What follows belongs to an exercise in optimizing a design on an open flow for small area and a short achievable clock period; a production flow would make more cautious choices.
Where RTL was checked, it was by simulation tests only, not by an equivalence proof against the original.
Power figures rest on the tool's default switching activity, not on a simulated workload.

## v6
Design balance_cntrl, start of the top module:
module balance_cntrl
# (parameter fast_sim=1)
(
input clk, rst_n,
input vld, pwr_up, rider_off,
input logic signed [15:0] ptch,
input logic signed [15:0] ptch_rt,
input logic [11:0] steer_pot,
input logic en_steer,
output logic signed [11:0] lft_spd,
output logic signed [11:0] rght_spd,
output logic too_fast
);
logic signed [17:0] integrator;
logic [17:0] integrator_in;
logic [7:0] ss_tmr;
PID PID_balance (.clk(clk), .rst_n(rst_n), .pwr_up(pwr_up), .integrator_in(integrator_in),
                 .integrator(integrator), .ss_tmr(ss_tmr));
SegwayMath SegwayMath_balance (.vld(vld), .pwr_up(pwr_up), .rider_off(rider_off), .ptch(ptch),
                 .ptch_rt(ptch_rt), .steer_pot(steer_pot), .en_steer(en_steer),
                 .integrator(integrator), .ss_tmr(ss_tmr), .integrator_in(integrator_in),
                 .lft_spd(lft_spd), .rght_spd(rght_spd), .too_fast(too_fast));
endmodule
Size in the first run: ~1,200 cells after synthesis, roughly 75 I/O pins.
==> flow/config.mk <==
export PLATFORM = sky130hd
export DESIGN_NAME = balance_cntrl
export DESIGN_NICKNAME = balance_cntrl
export VERILOG_FILES = /design/flow/design.v
export SDC_FILE = /design/flow/constraint.sdc
export NUM_CORES = 4
export LEC_CHECK = 0
export ABC_AREA = 1
export CAP_MARGIN = 20
export CORE_MARGIN = 2
export CORE_UTILIZATION = 70
export SLEW_MARGIN = 20
==> flow/constraint.sdc <==
create_clock -name core_clock -period 35.0 [get_ports {clk}]
set_input_delay 7.0000 -clock core_clock [delete_from_list [all_inputs] [get_ports {clk}]]
set_output_delay 7.0000 -clock core_clock [all_outputs]
set_load 0.01 [all_outputs]
standard.sh (not shown) runs the stock make flow with config.mk's settings and CLKGATE_MAP_FILE= SYNTH_SCRIPT=/design/flow/synth_recipe.tcl, a recipe that flattens the netlist after the stock synthesis.
==> flow/flow/run.sh <==
#!/bin/bash
# Layout flow: the standard synthesis, then an inverter clean-up around the
# full-adder cells (polarity.py) and a re-map of the remaining gates
# (remap.tcl, ABC area script), then the standard layout steps with plain
# buf_1 port buffers and a setup-repair target of MARGIN ns.
set -euo pipefail
MARGIN=10.5
R=orfs/results/sky130hd/balance_cntrl/base
bash standard.sh  synth > 1_standard_synth.log 2>&1
cp $R/1_2_yosys.v std_1_2_yosys.v
python3 flow/polarity.py std_1_2_yosys.v pol.v > 2_polarity.log 2>&1
export REMAP_LIB=$FLOW_HOME/platforms/sky130hd/lib/sky130_fd_sc_hd__tt_025C_1v80.lib
export REMAP_DONT_USE="$(sed -n '/DONT_USE_CELLS += /,/^$/p' $FLOW_HOME/platforms/sky130hd/config.mk | grep -o 'sky130_fd_sc_hd__[a-z0-9_]*' | tr '\n' ' ')"
STA=$(dirname $(command -v openroad))/sta
best=""; bestm=""
for s in flow/abc_*.script; do
  k=$(basename $s .script)
  REMAP_IN=pol.v REMAP_OUT=remap_$k.v REMAP_ABC_SCRIPT=$s yosys -c flow/remap.tcl > 3_remap_$k.log 2>&1 || continue
  PICK_NET=remap_$k.v PICK_LIB=$REMAP_LIB PICK_SDC=constraint.sdc $STA -no_init -exit flow/pick.tcl > 3_pick_$k.log 2>&1 || continue
  line=$(grep '^PICK' 3_pick_$k.log) || continue
  m=$(echo "$line" | awk '{print $3 * (37.5 - $5 * 1e9)}')
  echo "$k $line metric $m" >> 3_pick_summary.log
  if [ -z "$bestm" ] || awk "BEGIN {exit !($m < $bestm)}"; then best=$k; bestm=$m; fi
done
echo "chosen $best" >> 3_pick_summary.log
cp remap_$best.v remap.v
cp remap.v $R/1_2_yosys.v
rm -f $R/1_synth.odb $R/1_synth.sdc
ARGS=( "BUFFER_PORTS_ARGS=-buffer_cell sky130_fd_sc_hd__buf_1")
LATE=0
if [ "$LATE" = "1" ]; then
  # floorplan (and its first sizing pass) without the setup-repair target
  bash standard.sh "${ARGS[@]}" floorplan > 4_standard_floorplan.log 2>&1
fi
if [ "$MARGIN" != "none" ]; then
  ARGS+=("SETUP_SLACK_MARGIN=$MARGIN")
fi
bash standard.sh "${ARGS[@]}" finish > 4_standard_finish.log 2>&1
Other scripts of this flow, unchanged in this note and not shown: flow/flow/abc_a.script, flow/flow/abc_b.script, flow/flow/abc_c.script, flow/flow/abc_e.script, flow/flow/abc_f.script, flow/flow/pick.tcl, flow/flow/polarity.py, flow/flow/remap.tcl
In summary, v6 completed successfully, with a layout that passed the timing, design-rule and antenna checks.
## Diff of input files: v7 against v6
-- flow/flow/run.sh --
<<< v6, line 7
MARGIN=10.5
>>> v7, line 7
MARGIN=9.5
--- outcome ---
v7 vs v6: wire length of the first global-routing pass down slightly. Wire: v7 routes less than v6. v7 completed every stage of the flow, and the final layout passed the timing, design-rule and antenna checks. v7 -> v6: mean post-synth cell area delta 0, exact match. | global-route usage over all layers | v7 vs v6 | 0.49 points lower |. v7: relative area of non-clock buffer cells in the final design 4.4 points below v6. v7 has more setup slack than v6. Share of the clock period used by the worst path after layout (lower): v7.
No functional check of the RTL was part of any run of this note.

---

balance_cntrl, a different RTL version from the one above (not shown whole).
Size in the first run: ~1,100 cells after synthesis, ~75 I/O pins.
clock: 35.0 ns
lec_check: 0
abc_area: 1
cap_margin: 20
core_margin: 2
core_utilization: 65
slew_margin: 20
==> flow/flow/run.sh <==
#!/bin/bash
# Layout flow: the standard synthesis, then an inverter clean-up around the
# full-adder cells (polarity.py) and a re-map of the remaining gates
# (remap.tcl, ABC area script), then the standard layout steps with plain
# buf_1 port buffers and a setup-repair target of MARGIN ns.
set -euo pipefail
MARGIN=9
R=orfs/results/sky130hd/balance_cntrl/base
bash standard.sh  synth > 1_standard_synth.log 2>&1
cp $R/1_2_yosys.v std_1_2_yosys.v
python3 flow/polarity.py std_1_2_yosys.v pol.v > 2_polarity.log 2>&1
export REMAP_LIB=$FLOW_HOME/platforms/sky130hd/lib/sky130_fd_sc_hd__tt_025C_1v80.lib
export REMAP_DONT_USE="$(sed -n '/DONT_USE_CELLS += /,/^$/p' $FLOW_HOME/platforms/sky130hd/config.mk | grep -o 'sky130_fd_sc_hd__[a-z0-9_]*' | tr '\n' ' ')"
STA=$(dirname $(command -v openroad))/sta
best=""; bestm=""
for s in flow/abc_*.script; do
  k=$(basename $s .script)
  REMAP_IN=pol.v REMAP_OUT=remap_$k.v REMAP_ABC_SCRIPT=$s yosys -c flow/remap.tcl > 3_remap_$k.log 2>&1 || continue
  PICK_NET=remap_$k.v PICK_LIB=$REMAP_LIB PICK_SDC=constraint.sdc $STA -no_init -exit flow/pick.tcl > 3_pick_$k.log 2>&1 || continue
  line=$(grep '^PICK' 3_pick_$k.log) || continue
  m=$(echo "$line" | awk '{print $3 * (37.5 - $5 * 1e9)}')
  echo "$k $line metric $m" >> 3_pick_summary.log
  if [ -z "$bestm" ] || awk "BEGIN {exit !($m < $bestm)}"; then best=$k; bestm=$m; fi
done
echo "chosen $best" >> 3_pick_summary.log
cp remap_$best.v remap.v
cp remap.v $R/1_2_yosys.v
rm -f $R/1_synth.odb $R/1_synth.sdc
ARGS=( "BUFFER_PORTS_ARGS=-buffer_cell sky130_fd_sc_hd__buf_1")
LATE=1
if [ "$LATE" = "1" ]; then
  # floorplan (and its first sizing pass) without the setup-repair target
  bash standard.sh "${ARGS[@]}" floorplan > 4_standard_floorplan.log 2>&1
fi
if [ "$MARGIN" != "none" ]; then
  ARGS+=("SETUP_SLACK_MARGIN=$MARGIN")
fi
bash standard.sh "${ARGS[@]}" finish > 4_standard_finish.log 2>&1
Other scripts of this flow, unchanged in this note and not shown: flow/flow/abc_a.script, flow/flow/abc_b.script, flow/flow/abc_c.script, flow/flow/abc_e.script, flow/flow/abc_f.script, flow/flow/pick.tcl, flow/flow/polarity.py, flow/flow/remap.tcl
==> next run, changes <==
--- a/flow/flow/run.sh
+++ b/flow/flow/run.sh
@@ -6,3 +6,3 @@
 set -euo pipefail
-MARGIN=9
+MARGIN=9.5
 R=orfs/results/sky130hd/balance_cntrl/base
@@ -28,4 +28,4 @@
 rm -f $R/1_synth.odb $R/1_synth.sdc
-ARGS=( "BUFFER_PORTS_ARGS=-buffer_cell sky130_fd_sc_hd__buf_1")
-LATE=1
+ARGS=( "BUFFER_PORTS_ARGS=-buffer_cell sky130_fd_sc_hd__buf_1" RECOVER_POWER=100)
+LATE=0
 if [ "$LATE" = "1" ]; then
- CORE_UTILIZATION: 65 -> 70
Result: The new run produced a layout that fails on capacitance limit, slew limit. Non-clock buffer count decreases by 1. First-iteration DRC count grows by 16%. Via count climbs by about 2%.
==> next run, changes <==
--- a/flow/flow/run.sh
+++ b/flow/flow/run.sh
@@ -28,3 +28,3 @@
 rm -f $R/1_synth.odb $R/1_synth.sdc
-ARGS=( "BUFFER_PORTS_ARGS=-buffer_cell sky130_fd_sc_hd__buf_1" RECOVER_POWER=100)
+ARGS=( "BUFFER_PORTS_ARGS=-buffer_cell sky130_fd_sc_hd__buf_1")
 LATE=0
- CORE_UTILIZATION: 70 -> 60
- PLACE_DENSITY: not set -> 0.8
Now the flow completed without violations.
Worst setup slack gets better by 2.0 ns.
Sequential share of layout area decreases by 0.31 points.
Area after synthesis does not change.
Power increases by 3.3%.
Non-clock buffer count does not change.
Via count decreases by 1.0%.
Die area increases by 16%.
Worst hold slack gets worse by 0.014 ns.
Final cell count increases by 2.4%.
==> next run, changes <==
--- a/flow/flow/run.sh
+++ b/flow/flow/run.sh
@@ -28,3 +28,3 @@
 rm -f $R/1_synth.odb $R/1_synth.sdc
-ARGS=( "BUFFER_PORTS_ARGS=-buffer_cell sky130_fd_sc_hd__buf_1")
+ARGS=( "BUFFER_PORTS_ARGS=-buffer_cell sky130_fd_sc_hd__buf_1" RECOVER_POWER=50)
 LATE=0
- CORE_UTILIZATION: 60 -> 70
- PLACE_DENSITY: 0.8 -> not set
This time the run ran to the end with violations: capacitance limit, slew limit.
Wire length came out higher by 4.9%.
Clock power came out lower by 39%.
Critical path depth came out lower by 1.
==> next run, changes <==
--- a/flow/flow/run.sh
+++ b/flow/flow/run.sh
@@ -28,3 +28,3 @@
 rm -f $R/1_synth.odb $R/1_synth.sdc
-ARGS=( "BUFFER_PORTS_ARGS=-buffer_cell sky130_fd_sc_hd__buf_1" RECOVER_POWER=50)
+ARGS=( "BUFFER_PORTS_ARGS=-buffer_cell sky130_fd_sc_hd__buf_1")
 LATE=0
- PLACE_DENSITY: not set -> 0.8
Effect: The changed run went through all stages and came out clean. Sequential power barely changes. Clock-buffer cell count does not change. Area after synthesis stays the same. Final cell count stays the same. Critical path depth stays the same. Power is about the same. Hold slack stays flat. Maximum frequency is about the same. Worst setup slack is better by 0.0043 ns. Sequential share of layout area barely changes. Clock skew is about the same.

---

run 1:
Another version of the RTL of balance_cntrl (not shown whole).
For scale: roughly 1100 cells after synthesis, about 37 flip-flops, roughly 75 I/O pins, about 0.0092 mm2 of cells after synthesis.
export LEC_CHECK = 0
export ABC_AREA = 1
export CAP_MARGIN = 20
export CORE_MARGIN = 2
export CORE_UTILIZATION = 40
export SLEW_MARGIN = 20
create_clock -name core_clock -period 35.0 [get_ports {clk}]
==> flow/flow/run.sh <==
#!/bin/bash
# Standard layout with a larger setup-repair target (repair_timing -setup_margin).
bash standard.sh SETUP_SLACK_MARGIN=10 finish > standard.log 2>&1
Modified inputs, run 2 compared to run 1
==> flow/run.sh (new file) <==
#!/bin/bash
# synth_recipe.tcl (not shown) runs the flow's synth.tcl, then flattens the netlist and writes it again
# the make line also repeats each setting of config.mk as NAME=value (left out here)
make -C /OpenROAD-flow-scripts/flow DESIGN_CONFIG=/design/flow/config.mk WORK_HOME=/design/flow/orfs CLKGATE_MAP_FILE= SYNTH_SCRIPT=/design/flow/synth_recipe.tcl finish
removed: flow/flow/run.sh
removed: flow/standard.sh
- Max smallest setup slack after layout across run 2 and run 1: run 1
- Higher proportion of power drawn by combinational gates goes to run 1 over run 2.
- Of run 2 and run 1, the lower design area belongs to run 2.
- | routed wire length | run 2 vs run 1 | better |
- The launch point of the worst path comes out ptch[13] in one run and ptch[15] in the other, namely in run 1 and run 2 respectively.
Edits applied to the flow inputs when going from run 2 to run 3:
==> flow/flow/run.sh (new file) <==
#!/bin/bash
# Standard layout with a larger setup-repair target (repair_timing -setup_margin).
bash standard.sh SETUP_SLACK_MARGIN=14 finish > standard.log 2>&1
==> flow/standard.sh (new file) <==
#!/bin/bash
# synth_recipe.tcl (not shown) runs the flow's synth.tcl, then flattens the netlist and writes it again
# the make line also repeats each setting of config.mk as NAME=value (left out here)
make -C /OpenROAD-flow-scripts/flow DESIGN_CONFIG=/design/flow/config.mk WORK_HOME=/design/flow/orfs CLKGATE_MAP_FILE= SYNTH_SCRIPT=/design/flow/synth_recipe.tcl "${@:-finish}"
removed: flow/run.sh
### Flow results
- On run 3: number of fill cells is 77 lower than what run 2 gave.
- Core utilization: run 3 higher than run 2
- Relative to run 2, combinational power increased by 35% in run 3.
- When the final numbers for run 3 and run 2 were put side by side, the clock-buffer cell count turned out to be greater in run 2.
- Taking run 3 over run 2, the detail-routed net length per standard cell ratio works out to 1.06.
- Run 3 against run 2: minimum hold slack down 0.0060 ns; total sequential power flat; highest achievable clock rate up about 12%; largest driver fanout on the critical path down 6.

---

RTL: one of the versions met above, not the one the previous note started from.
For scale: ~7900 um2 of cells after synthesis.
clock: 35.0 ns
lec_check: 0
abc_area: 1
cap_margin: 20
core_margin: 2
core_utilization: 70
slew_margin: 20
tns_end_percent: 10
==> flow/flow/run.sh <==
#!/bin/bash
# Layout flow: the standard synthesis, then an inverter clean-up around the
# full-adder cells (polarity.py) and a re-map of the remaining gates
# (remap.tcl, ABC area script), then the standard layout steps with plain
# buf_1 port buffers and a setup-repair target of MARGIN ns.
set -euo pipefail
MARGIN=9
R=orfs/results/sky130hd/balance_cntrl/base
bash standard.sh  synth > 1_standard_synth.log 2>&1
cp $R/1_2_yosys.v std_1_2_yosys.v
python3 flow/polarity.py std_1_2_yosys.v pol.v > 2_polarity.log 2>&1
export REMAP_LIB=$FLOW_HOME/platforms/sky130hd/lib/sky130_fd_sc_hd__tt_025C_1v80.lib
export REMAP_DONT_USE="$(sed -n '/DONT_USE_CELLS += /,/^$/p' $FLOW_HOME/platforms/sky130hd/config.mk | grep -o 'sky130_fd_sc_hd__[a-z0-9_]*' | tr '\n' ' ')"
STA=$(dirname $(command -v openroad))/sta
best=""; bestm=""
for s in flow/abc_*.script; do
  k=$(basename $s .script)
  REMAP_IN=pol.v REMAP_OUT=remap_$k.v REMAP_ABC_SCRIPT=$s yosys -c flow/remap.tcl > 3_remap_$k.log 2>&1 || continue
  PICK_NET=remap_$k.v PICK_LIB=$REMAP_LIB PICK_SDC=constraint.sdc $STA -no_init -exit flow/pick.tcl > 3_pick_$k.log 2>&1 || continue
  line=$(grep '^PICK' 3_pick_$k.log) || continue
  m=$(echo "$line" | awk '{print $3 * (37.5 - $5 * 1e9)}')
  echo "$k $line metric $m" >> 3_pick_summary.log
  if [ -z "$bestm" ] || awk "BEGIN {exit !($m < $bestm)}"; then best=$k; bestm=$m; fi
done
echo "chosen $best" >> 3_pick_summary.log
cp remap_$best.v remap.v
cp remap.v $R/1_2_yosys.v
rm -f $R/1_synth.odb $R/1_synth.sdc
ARGS=( "BUFFER_PORTS_ARGS=-buffer_cell sky130_fd_sc_hd__buf_1")
LATE=0
if [ "$LATE" = "1" ]; then
  # floorplan (and its first sizing pass) without the setup-repair target
  bash standard.sh "${ARGS[@]}" floorplan > 4_standard_floorplan.log 2>&1
fi
if [ "$MARGIN" != "none" ]; then
  ARGS+=("SETUP_SLACK_MARGIN=$MARGIN")
fi
bash standard.sh "${ARGS[@]}" finish > 4_standard_finish.log 2>&1
Other scripts of this flow, unchanged in this note and not shown: flow/flow/abc_a.script, flow/flow/abc_b.script, flow/flow/abc_c.script, flow/flow/abc_e.script, flow/flow/abc_f.script, flow/flow/pick.tcl, flow/flow/polarity.py, flow/flow/remap.tcl
Change:
--- a/flow/flow/run.sh
+++ b/flow/flow/run.sh
@@ -5,5 +5,5 @@
 # buf_1 port buffers and a setup-repair target of MARGIN ns.
 set -euo pipefail
-MARGIN=9
+MARGIN=8
 R=orfs/results/sky130hd/balance_cntrl/base
 bash standard.sh  synth > 1_standard_synth.log 2>&1
@@ -28,9 +28,4 @@
 rm -f $R/1_synth.odb $R/1_synth.sdc
 ARGS=( "BUFFER_PORTS_ARGS=-buffer_cell sky130_fd_sc_hd__buf_1")
-LATE=0
-if [ "$LATE" = "1" ]; then
-  # floorplan (and its first sizing pass) without the setup-repair target
-  bash standard.sh "${ARGS[@]}" floorplan > 4_standard_floorplan.log 2>&1
-fi
 if [ "$MARGIN" != "none" ]; then
   ARGS+=("SETUP_SLACK_MARGIN=$MARGIN")
- CORE_UTILIZATION: 70 -> 65
- TNS_END_PERCENT: 10 -> unset
What happened: Design area increases slightly. Setup slack degrades by 490 ps. Clock power increases by well over a third. Power increases by a few percent.
Change:
--- a/flow/flow/run.sh
+++ b/flow/flow/run.sh
@@ -5,5 +5,5 @@
 # buf_1 port buffers and a setup-repair target of MARGIN ns.
 set -euo pipefail
-MARGIN=8
+MARGIN=9
 R=orfs/results/sky130hd/balance_cntrl/base
 bash standard.sh  synth > 1_standard_synth.log 2>&1
@@ -28,4 +28,9 @@
 rm -f $R/1_synth.odb $R/1_synth.sdc
 ARGS=( "BUFFER_PORTS_ARGS=-buffer_cell sky130_fd_sc_hd__buf_1")
+LATE=0
+if [ "$LATE" = "1" ]; then
+  # floorplan (and its first sizing pass) without the setup-repair target
+  bash standard.sh "${ARGS[@]}" floorplan > 4_standard_floorplan.log 2>&1
+fi
 if [ "$MARGIN" != "none" ]; then
   ARGS+=("SETUP_SLACK_MARGIN=$MARGIN")
- CORE_UTILIZATION: 65 -> 70
Result: Routed wire length rose by about 3.5%; core utilization rose by 5.7 points; hold slack gains 5.1 ps; combinational power barely changes.
Change:
--- a/flow/flow/run.sh
+++ b/flow/flow/run.sh
@@ -28,9 +28,4 @@
 rm -f $R/1_synth.odb $R/1_synth.sdc
 ARGS=( "BUFFER_PORTS_ARGS=-buffer_cell sky130_fd_sc_hd__buf_1")
-LATE=0
-if [ "$LATE" = "1" ]; then
-  # floorplan (and its first sizing pass) without the setup-repair target
-  bash standard.sh "${ARGS[@]}" floorplan > 4_standard_floorplan.log 2>&1
-fi
 if [ "$MARGIN" != "none" ]; then
   ARGS+=("SETUP_SLACK_MARGIN=$MARGIN")
- CORE_UTILIZATION: 70 -> 65
The new run completed with no timing, DRC or antenna violations.
Cell area came out higher slightly.
Global-route usage falls by 3.5 points.
Maximum frequency hardly moves.
Non-clock buffer count went up by 2.
Critical path depth goes down by 1.
Change:
--- a/flow/flow/run.sh
+++ b/flow/flow/run.sh
@@ -28,4 +28,9 @@
 rm -f $R/1_synth.odb $R/1_synth.sdc
 ARGS=( "BUFFER_PORTS_ARGS=-buffer_cell sky130_fd_sc_hd__buf_1")
+LATE=0
+if [ "$LATE" = "1" ]; then
+  # floorplan (and its first sizing pass) without the setup-repair target
+  bash standard.sh "${ARGS[@]}" floorplan > 4_standard_floorplan.log 2>&1
+fi
 if [ "$MARGIN" != "none" ]; then
   ARGS+=("SETUP_SLACK_MARGIN=$MARGIN")
- CORE_UTILIZATION: 65 -> 70
- TNS_END_PERCENT: unset -> 0
Count of clock-buffer cells in the layout stays the same.
Power decreases by 2.9%.
Setup slack degrades by 57 ps.
First-iteration DRC count increases by about 4%.
Combinational power barely changes.
Cell count decreases by 0.68%.
Design area decreases by 1.3%.
Routed wire length increases by 3.2%.
Change:
--- a/flow/flow/run.sh
+++ b/flow/flow/run.sh
@@ -5,5 +5,5 @@
 # buf_1 port buffers and a setup-repair target of MARGIN ns.
 set -euo pipefail
-MARGIN=9
+MARGIN=11
 R=orfs/results/sky130hd/balance_cntrl/base
 bash standard.sh  synth > 1_standard_synth.log 2>&1
@@ -28,9 +28,4 @@
 rm -f $R/1_synth.odb $R/1_synth.sdc
 ARGS=( "BUFFER_PORTS_ARGS=-buffer_cell sky130_fd_sc_hd__buf_1")
-LATE=0
-if [ "$LATE" = "1" ]; then
-  # floorplan (and its first sizing pass) without the setup-repair target
-  bash standard.sh "${ARGS[@]}" floorplan > 4_standard_floorplan.log 2>&1
-fi
 if [ "$MARGIN" != "none" ]; then
   ARGS+=("SETUP_SLACK_MARGIN=$MARGIN")
- CORE_UTILIZATION: 70 -> 65
- TNS_END_PERCENT: 0 -> unset
The changed run finished with timing, DRC and antenna clean; global-route usage shrinks by 1.3 points; cell count grows by 6.9%; fmax grows by about 4.4%; sequential power is about the same; design area grows by about 20%; via count grows by 8.2%; worst hold slack got worse by 9.8 ps; sequential share of layout area shrinks by 1.8 points; setup slack improved by 1100 ps.

-- separate check: timing with driven ports --
How much do the figures lean on ideal ports? The routed layouts below were timed once more, with nothing changed but the port constraints. Step 1, drivers: a clkbuf_16 drives clk and a buf_2 each remaining input, both assumed. Step 2, shift: input delay + t, output delay - t, t = (earliest + latest rising clock arrival at the registers) / 2. This alone moves slack from input paths to output paths. Slacks: no drivers / after step 1 / after step 2; pairs: no drivers / after step 1.
| run | t (ns) | setup WS [ns] | hold WS [ns] | worst register clock-pin slew, ns | cell pins on the clock port's net |
|---|---|---|---|---|---|
| v6 | 0.331 | 10.138 / 10.099 / 10.099 | 0.517 / 0.517 / 0.517 | 0.07 / 0.07 | 1 |
| v7 | 0.325 | 10.298 / 10.277 / 10.277 | 0.508 / 0.508 / 0.508 | 0.06 / 0.06 | 1 |
| the first run of note 2 | 0.308 | 9.888 / 9.867 / 9.867 | 0.517 / 0.517 / 0.517 | 0.06 / 0.06 | 1 |
| the second run of note 2 | 0.315 | 8.313 / 8.288 / 8.288 | 0.528 / 0.528 / 0.528 | 0.08 / 0.08 | 1 |
| the third run of note 2 | 0.307 | 10.286 / 10.266 / 10.266 | 0.514 / 0.514 / 0.514 | 0.06 / 0.06 | 1 |
| the fourth run of note 2 | 0.313 | 10.246 / 10.220 / 10.220 | 0.523 / 0.523 / 0.523 | 0.08 / 0.08 | 1 |
| the fifth run of note 2 | 0.316 | 10.250 / 10.224 / 10.224 | 0.524 / 0.524 / 0.524 | 0.09 / 0.09 | 1 |
| run 1 | 0.310 | 9.976 / 9.943 / 9.943 | 0.440 / 0.440 / 0.440 | 0.06 / 0.06 | 1 |
| run 2 | 0.309 | 7.094 / 7.072 / 7.072 | 0.441 / 0.441 / 0.441 | 0.06 / 0.06 | 1 |
| run 3 | 0.312 | 10.147 / 10.112 / 10.112 | 0.435 / 0.435 / 0.435 | 0.06 / 0.06 | 1 |
| the first run of note 4 | 0.316 | 9.831 / 9.806 / 9.806 | 0.522 / 0.522 / 0.522 | 0.09 / 0.09 | 1 |
| the second run of note 4 | 0.308 | 9.346 / 9.325 / 9.325 | 0.517 / 0.517 / 0.517 | 0.06 / 0.06 | 1 |
| the third run of note 4 | 0.316 | 9.831 / 9.806 / 9.806 | 0.522 / 0.522 / 0.522 | 0.09 / 0.09 | 1 |
| the fourth run of note 4 | 0.308 | 9.888 / 9.867 / 9.867 | 0.517 / 0.517 / 0.517 | 0.06 / 0.06 | 1 |
| the fifth run of note 4 | 0.316 | 9.831 / 9.806 / 9.806 | 0.522 / 0.522 / 0.522 | 0.09 / 0.09 | 1 |
| the sixth run of note 4 | 0.309 | 10.885 / 10.844 / 10.844 | 0.512 / 0.512 / 0.512 | 0.06 / 0.06 | 1 |
The setup slack of the sixth run of note 4, which loses most, moves by -0.041 ns with the drivers and by -0.041 ns with both steps.
